Background: an optimization exercise with open tools, aiming at small area and a short achievable clock period. Do not read the settings as production practice.
Function not checked in this run: the RTL went through the layout flow alone.
Power and IR drop assume default switching activity.

[flow/config.mk]
export PLATFORM = sky130hd
export DESIGN_NAME = barrel_shifter
export DESIGN_NICKNAME = barrel_shifter
export VERILOG_FILES = /design/flow/design.v
export SDC_FILE = /design/flow/constraint.sdc
export NUM_CORES = 4
export LEC_CHECK = 0
export CAP_MARGIN = 20
export CORE_MARGIN = 2
export CORE_UTILIZATION = 40
export SLEW_MARGIN = 20
export SYNTH_HIERARCHICAL = 1
export SYNTH_MINIMUM_KEEP_SIZE = 0
[flow/constraint.sdc]
create_clock -name core_clock -period 3.5 [get_ports {i_clk}]
set_input_delay 0.7000 -clock core_clock [delete_from_list [all_inputs] [get_ports {i_clk}]]
set_output_delay 0.7000 -clock core_clock [all_outputs]
set_load 0.01 [all_outputs]
[flow/design.v]
module barrel_shifter (
    input  logic        i_clk,
    input  logic        i_signed,
    input  logic        i_shift_left,
    input  logic [4:0]  i_shift_amt,
    input  logic [31:0] i_data,
    output logic [31:0] o_data
);
    localparam int NC = 4;    
    logic left, s4, fill;
    assign left = i_shift_left;
    assign s4   = i_shift_amt[4];
    assign fill = i_signed & i_data[31];
    logic [1:0] sr0, sr1, sr0_n, sl0_n, cm, ch;
    logic [3:0] sl1_n;
    for (genvar k = 0; k < 2; k++) begin : g_sel16
        bs_nor2  u_sr0   (.a(left), .b(s4), .y(sr0[k]));
        bs_andn  u_sr1   (.a(s4), .b_n(left), .y(sr1[k]));
        bs_or2   u_sr0_n (.a(left), .b(s4), .y(sr0_n[k]));
        bs_nand2 u_sl0_n (.a(left), .b(s4), .y(sl0_n[k]));
        bs_cm    u_cm    (.s4(s4), .left(left), .fill(fill), .y(cm[k]));
        bs_or2   u_ch    (.a(left), .b(fill), .y(ch[k]));
    end
    for (genvar k = 0; k < 4; k++) begin : g_sel16l
        bs_orn   u_sl1_n (.a(s4), .b_n(left), .y(sl1_n[k]));
    end
    logic [3:0] ax, ax_n;
    logic [NC-1:0] a [4];
    logic [NC-1:0] a_n [4];
    for (genvar t = 0; t < 4; t++) begin : g_sel
        bs_xor2  u_x  (.a(i_shift_amt[t]), .b(left), .y(ax[t]));
        bs_xnor2 u_xn (.a(i_shift_amt[t]), .b(left), .y(ax_n[t]));
        for (genvar k = 0; k < NC; k++) begin : g_cp
            bs_inv u_a  (.a(ax_n[t]), .y(a[t][k]));
            bs_inv u_an (.a(ax[t]),   .y(a_n[t][k]));
        end
    end
    logic [46:0] v16_n;
    logic [38:0] v8;
    logic [34:0] v4_n;
    logic [32:0] v2;
    logic [31:0] res_n;
    logic [31:0] q_n;
    for (genvar i = 0; i < 15; i++) begin : g_s16_lo
        bs_aoi22 u (.a(i_data[i]), .sa(sr0[i/8]), .b(i_data[i+16]), .sb(sr1[i/8]), .y(v16_n[i]));
    end
    assign v16_n[15] = ~((i_data[15] & ~left & ~s4) | (i_data[31] & ~left & s4) | (i_data[0] & left & ~s4));
    for (genvar i = 16; i < 31; i++) begin : g_s16_mid
        bs_oai221 u (.a(i_data[i]), .sa_n(sr0_n[(i-16)/8]), .b(i_data[i-15]), .sb_n(sl1_n[(i-16)/8]),
                     .c(cm[(i-16)/8]), .y(v16_n[i]));
    end
    assign v16_n[31] = ~((i_data[31] & ~left & ~s4) | (fill & ~left & s4) | (i_data[0] & left & s4)
                         | (i_data[16] & left & ~s4));
    for (genvar i = 32; i < 47; i++) begin : g_s16_hi
        bs_oai221 u (.a(i_data[i-31]), .sa_n(sl0_n[(i-32)/8]), .b(i_data[i-15]), .sb_n(sl1_n[2+(i-32)/8]),
                     .c(ch[(i-32)/8]), .y(v16_n[i]));
    end
    for (genvar i = 0; i < 39; i++) begin : g_s8
        bs_mux_n u (.a(v16_n[i]), .sa_n(a[3][i%NC]), .b(v16_n[i+8]), .sb_n(a_n[3][i%NC]), .y(v8[i]));
    end
    for (genvar i = 0; i < 35; i++) begin : g_s4
        bs_mux_n u (.a(v8[i]), .sa_n(a[2][i%NC]), .b(v8[i+4]), .sb_n(a_n[2][i%NC]), .y(v4_n[i]));
    end
    for (genvar i = 0; i < 33; i++) begin : g_s2
        bs_mux_n u (.a(v4_n[i]), .sa_n(a[1][i%NC]), .b(v4_n[i+2]), .sb_n(a_n[1][i%NC]), .y(v2[i]));
    end
    for (genvar i = 0; i < 32; i++) begin : g_s1
        bs_mux_n u (.a(v2[i]), .sa_n(a[0][i%NC]), .b(v2[i+1]), .sb_n(a_n[0][i%NC]), .y(res_n[i]));
    end
    always_ff @(posedge i_clk) q_n <= res_n;
    assign o_data = ~q_n;
endmodule
module bs_mux_n (input logic a, sa_n, b, sb_n, output logic y);
    assign y = ~((a | sa_n) & (b | sb_n));
endmodule
module bs_aoi22 (input logic a, sa, b, sb, output logic y);
    assign y = ~((a & sa) | (b & sb));
endmodule
module bs_oai221 (input logic a, sa_n, b, sb_n, c, output logic y);
    assign y = ~((a | sa_n) & (b | sb_n) & c);
endmodule
module bs_inv (input logic a, output logic y);
    assign y = ~a;
endmodule
module bs_nor2 (input logic a, b, output logic y);
    assign y = ~(a | b);
endmodule
module bs_or2 (input logic a, b, output logic y);
    assign y = a | b;
endmodule
module bs_nand2 (input logic a, b, output logic y);
    assign y = ~(a & b);
endmodule
module bs_andn (input logic a, b_n, output logic y);
    assign y = a & ~b_n;
endmodule
module bs_orn (input logic a, b_n, output logic y);
    assign y = a | ~b_n;
endmodule
module bs_xor2 (input logic a, b, output logic y);
    assign y = a ^ b;
endmodule
module bs_xnor2 (input logic a, b, output logic y);
    assign y = ~(a ^ b);
endmodule
module bs_cm (input logic s4, left, fill, output logic y);
    assign y = ~s4 | (~left & fill);
endmodule
[flow/flow/run.sh]
#!/bin/bash
set -e
here=$(pwd)
export BUFFER_PORTS_ARGS="-buffer_cell sky130_fd_sc_hd__buf_1"
export POST_FLOORPLAN_TCL="$here/flow/post_floorplan.tcl"
export PRE_RESIZE_TCL="$here/flow/pre_resize.tcl"
bash standard.sh > standard.log 2>&1
[flow/flow/post_floorplan.tcl]
# Synthesis maps some shifter-stage cells at drive strength 2; each drives
# only two gates, so use drive strength 1.
foreach inst [[ord::get_db_block] getInsts] {
  set m [[$inst getMaster] getName]
  if { [regexp {^sky130_fd_sc_hd__(a22oi|a221oi|o221ai|o22ai)_[24]$} $m -> base] } {
    $inst swapMaster [[ord::get_db] findMaster "sky130_fd_sc_hd__${base}_1"]
  }
}
[flow/flow/pre_resize.tcl]
# Size each input port's buffer (buf_1 from buffer_ports) by the number of
# gates it drives.
set db [ord::get_db]
foreach bterm [[ord::get_db_block] getBTerms] {
  if { [$bterm getIoType] != "INPUT" } { continue }
  set net [$bterm getNet]
  if { $net == "NULL" } { continue }
  foreach it [$net getITerms] {
    set inst [$it getInst]
    if { [[$inst getMaster] getName] != "sky130_fd_sc_hd__buf_1" } { continue }
    set fo 0
    foreach oit [$inst getITerms] {
      if { [$oit isOutputSignal] } { set fo [expr { [llength [[$oit getNet] getITerms]] - 1 }] }
    }
    if { $fo >= 10 } {
      set cell sky130_fd_sc_hd__buf_6
    } elseif { $fo >= 6 } {
      set cell sky130_fd_sc_hd__buf_4
    } elseif { $fo >= 3 } {
      set cell sky130_fd_sc_hd__buf_2
    } else {
      continue
    }
    puts "port [$bterm getName]: fanout $fo, buffer $cell"
    $inst swapMaster [$db findMaster $cell]
  }
}
[flow/standard.sh]
#!/bin/bash
# synth_recipe.tcl (not shown) runs the flow's synth.tcl, then flattens the netlist and writes it again
# the make line also repeats each setting of config.mk as NAME=value (left out here)
make -C /OpenROAD-flow-scripts/flow DESIGN_CONFIG=/design/flow/config.mk WORK_HOME=/design/flow/orfs CLKGATE_MAP_FILE= SYNTH_SCRIPT=/design/flow/synth_recipe.tcl "${@:-finish}"
==> run notes <==
-- layout make-up --
type	count	share of cell area [%]
multi-input combinational	216	51.2
timing repair buffer	72	11.1
inverter	66	8.55
tap	77	3.32
clock inverter	2	1.21
clock buffer	6	2.50
sequential	32	22.1
-- per-stage QoR --
stage                     instance area, µm²  hold WS (ns)  cells  util [%]
after global placement                  2740          1.12    463      43.2
after CTS                               2900          1.08    471      45.7
final                                   2900          1.09    471      45.7
after detailed placement                2790          1.12    463      44.0
after floorplan                         2640          1.04    314         -
after global routing                    2900          1.14    471      45.7
-- tightest hold or removal path: stages --
cell	delay (ns)
buf_1	0.13
xor2_1	0.12
inv_1	0.23
o22ai_1	0.13
-- modules after synthesis, one instance, submodules excluded --
module	cells inside	cell area [µm²]	flops+latches	copies in the design
barrel_shifter	72	821	32	1
bs_oai221	1	15.0	0	30
bs_andn	1	13.8	0	2
bs_aoi22	1	12.5	0	15
bs_cm	2	12.5	0	2
bs_xnor2	1	8.76	0	4
bs_xor2	1	8.76	0	4
bs_mux_n	1	6.26	0	139
bs_or2	1	6.26	0	4
bs_orn	1	6.26	0	4
bs_inv	1	3.75	0	32
bs_nand2	1	3.75	0	2
bs_nor2	1	3.75	0	2
-- kinds of logic (layout without fill, tap and decap cells) --
family,Yosys count,in the layout,share of synthesized area (%)
AO/OA/AOI/OAI,188,188,58.6
buffers and inverters,66,146,9.40
flip-flops,32,32,24.3
AND/OR/NAND/NOR,18,18,4.32
XOR/XNOR,8,8,2.66
multiplexers,2,2,0.759
-- how the worst max path moves through the flow --
stage | start | to | slack, ns | cells past startpoint
final | i_shift_left | q_n[4]$_DFF_P_ | 1.05 | 8
after global routing | i_shift_left | q_n[13]$_DFF_P_ | 0.91 | 8
after CTS | i_shift_left | q_n[4]$_DFF_P_ | 1.11 | 8
after detailed placement | i_shift_left | q_n[4]$_DFF_P_ | 0.82 | 8
after global placement | i_shift_amt[4] | q_n[24]$_DFF_P_ | 0.76 | 7
after floorplan | i_signed | q_n[16]$_DFF_P_ | 1.41 | 8
-- layout by cell type (no fill, tap or decap), drive strengths merged --
cell	Yosys	final
o21ai	2	2
buf	0	72
dfxtp	32	32
bufinv	0	1
a22oi	15	15
inv	66	66
mux2i	2	2
nor3b	1	1
clkinv	0	1
nand2	3	3
o22a	1	1
o22ai	139	139
xor2	4	4
and2	1	1
nor2	3	3
or2	4	4
clkbuf	0	6
nor2b	2	2
o221ai	30	30
nand2b	4	4
a211o	1	1
xnor2	4	4
-- where the power goes --
group / total (W) / leakage [nW] / internal (W) / switching [W]
Combinational: 0.000678 / 0.880 / 0.000234 / 0.000444
Clock: 0.000341 / 0.0552 / 0.000211 / 0.000130
Sequential: 0.000475 / 0.270 / 0.000454 / 0.0000208
Total: 0.00149 / 1.21 / 0.000899 / 0.000595
-- routing by layer --
layer | up-vias | track usage (%) | routed length [µm] | part of all wire, %
li1 | 1450 | - | - | -
met5 | - | 0 | 0 | 0
met3 | 24 | 3.70 | 722 | 8.3
met2 | 187 | 37.3 | 3900 | 45
met1 | 1402 | 32.0 | 3840 | 44
met4 | 0 | 7.79 | 270 | 3.1
==> results.sh <==
export IMPL_drc=0
export IMPL_multi_input_area_um2=1490
export IMPL_synthArstFlopShare_pct=0
export IMPL_syn_num_nets=354
export IMPL_place_hpwl_um=7210
export IMPL_tns_ns=0
export IMPL_portBuffers=71
export IMPL_htreeDepth=2
export IMPL_syn_area_um2=2640
export IMPL_fill_cells=673
export IMPL_synth_cells=314
export IMPL_worst_pin_slew_ns=0.489
export IMPL_ys_seq_area_share_pct=24.3
export IMPL_grt_pass1_wl_um=13600
export IMPL_grt_start_max_net_pins=30
export IMPL_outcome="complete, no violations"
export IMPL_cellPowerDensity_nw_per_um2=515
export IMPL_clock_sinks=32
export IMPL_seq_area_um2=641
export IMPL_gr_usage_all_layers_pct=23.3
export IMPL_place_ws_ns=0.822
export IMPL_antenna_found_initial=0
export IMPL_cap_violations=0
export IMPL_routed_wl_um=8740
export IMPL_yosysUniqueCellTypes=18
export IMPL_synth_common_cells="o22ai_1, inv_1, dfxtp_1"
export IMPL_syn_avg_cell_area_um2=8.40
export IMPL_diodes=0
export IMPL_path_buf_inv=3
export IMPL_slowest_stage="xor2_1"
export IMPL_yosys_area_top_type="o22ai_1"
export IMPL_crit_required_ns=3.66
export IMPL_worstHoldPathCells=4
export IMPL_fin_crit_ns=2.45
export IMPL_area_growth_pct=9.97
export IMPL_cp_top_family="compound AO/OA/AOI/OAI gates"
export IMPL_min_period_over_period_pct=70.1
export IMPL_ys_ff_latch=32
export IMPL_synthFlopType="dfxtp_1"
export IMPL_yosysWarnings=9
export IMPL_routed_via_density=6.50
export IMPL_power_total_w=0.00149
export IMPL_largest_register="q_n"
export IMPL_worstPathArrival_ns=2.61
export IMPL_yosysMostFrequentCell="o22ai_1"
export IMPL_reg_largest_list="q_n (32)"
export IMPL_clockBufferDepth=2
export IMPL_finalWeightedCongestion=1.09
export IMPL_holdPathEnd="q_n[5]$_DFF_P_"
export IMPL_critPathCaptureType="flip-flop"
export IMPL_root_buffer="clkbuf_8"
export IMPL_setup_viol=0
export IMPL_grt_overflow_total=0
export IMPL_clk_transition_reported_paths_ns=0.06
export IMPL_ctsResizeCount=0
export IMPL_vias=3063
export IMPL_synthTopCellsByArea="o22ai_1, dfxtp_1, o221ai_2"
export IMPL_nets=433
export IMPL_synth_edff_count=0
export IMPL_slew_limit_headroom_pct=67.3
export IMPL_max_freq_mhz=407
export IMPL_num_io_pins=72
export IMPL_hold_buffers=0
export IMPL_maxSlewViolCount=0
export IMPL_core_um2=6350
export IMPL_die_y_um=85.2
export IMPL_critPathMostFrequentCell="o22ai_1"
export IMPL_rsz0062_at_grt="no"
export IMPL_drive_gt1_share_pct=11.7
export IMPL_rows=29
export IMPL_cts_setup_buffers=0
export IMPL_drt_first_pass_iters=5
export IMPL_hold_start="i_shift_amt[0]"
export IMPL_ir_worst_vdd_uv=319
export IMPL_grt_pass1_vias=2662
export IMPL_setup_slack_ns=1.05
export IMPL_crit_chain="buf_1, buf_4, xor2_1, inv_1, o22ai_1, o22ai_1, o22ai_1, o22ai_1"
export IMPL_hold_viol_final=0
export IMPL_max_stage_delay_ns=0.38
export IMPL_ant_nets=0
export IMPL_hp_class="input pin to flip-flop"
export IMPL_netlist_area_leader_share_pct=33.0
export IMPL_dieArea_um2=7260
export IMPL_largest_reg_flops=32
export IMPL_drt_iter0_markers=342
export IMPL_cts_inserted_buffers=5
export IMPL_p_leak_nw=1.21
export IMPL_die_w_um=85.2
export IMPL_initial_utilization_pct=41.5
export IMPL_cp_start_kind="input pin"
export IMPL_worst_path_max_fanout=29
export IMPL_criticalPathCategory="input pin to flip-flop"
export IMPL_wl_per_cell_um=18.5
export IMPL_cts_tree="built"

-- separate check: timing with driven ports --
The results above use ideal ports. As a check the final layout listed here was re-extracted and re-timed, cells and wires unchanged. Step 1, drivers: a clkbuf_16 drives i_clk and a buf_2 each remaining input, both assumed. Step 2 moves the port delays by t, midway between the first and last clock arrival at a register: inputs arrive t later, outputs are due t later. That takes back most of the time a late clock gives input paths. Three values: ideal, step 1, step 2; two values: the first two.
t, ns: 0.310
setup WS [ns]: 1.045 / 1.051 / 0.741
latest minus earliest clock arrival (ns): 0.003 / 0.004
slew at the worst register clock pin (ns): 0.06 / 0.06
After both steps this run still meets setup and hold. For this run, drivers alone change the setup slack by +0.006 ns; drivers and shift together by -0.304 ns.
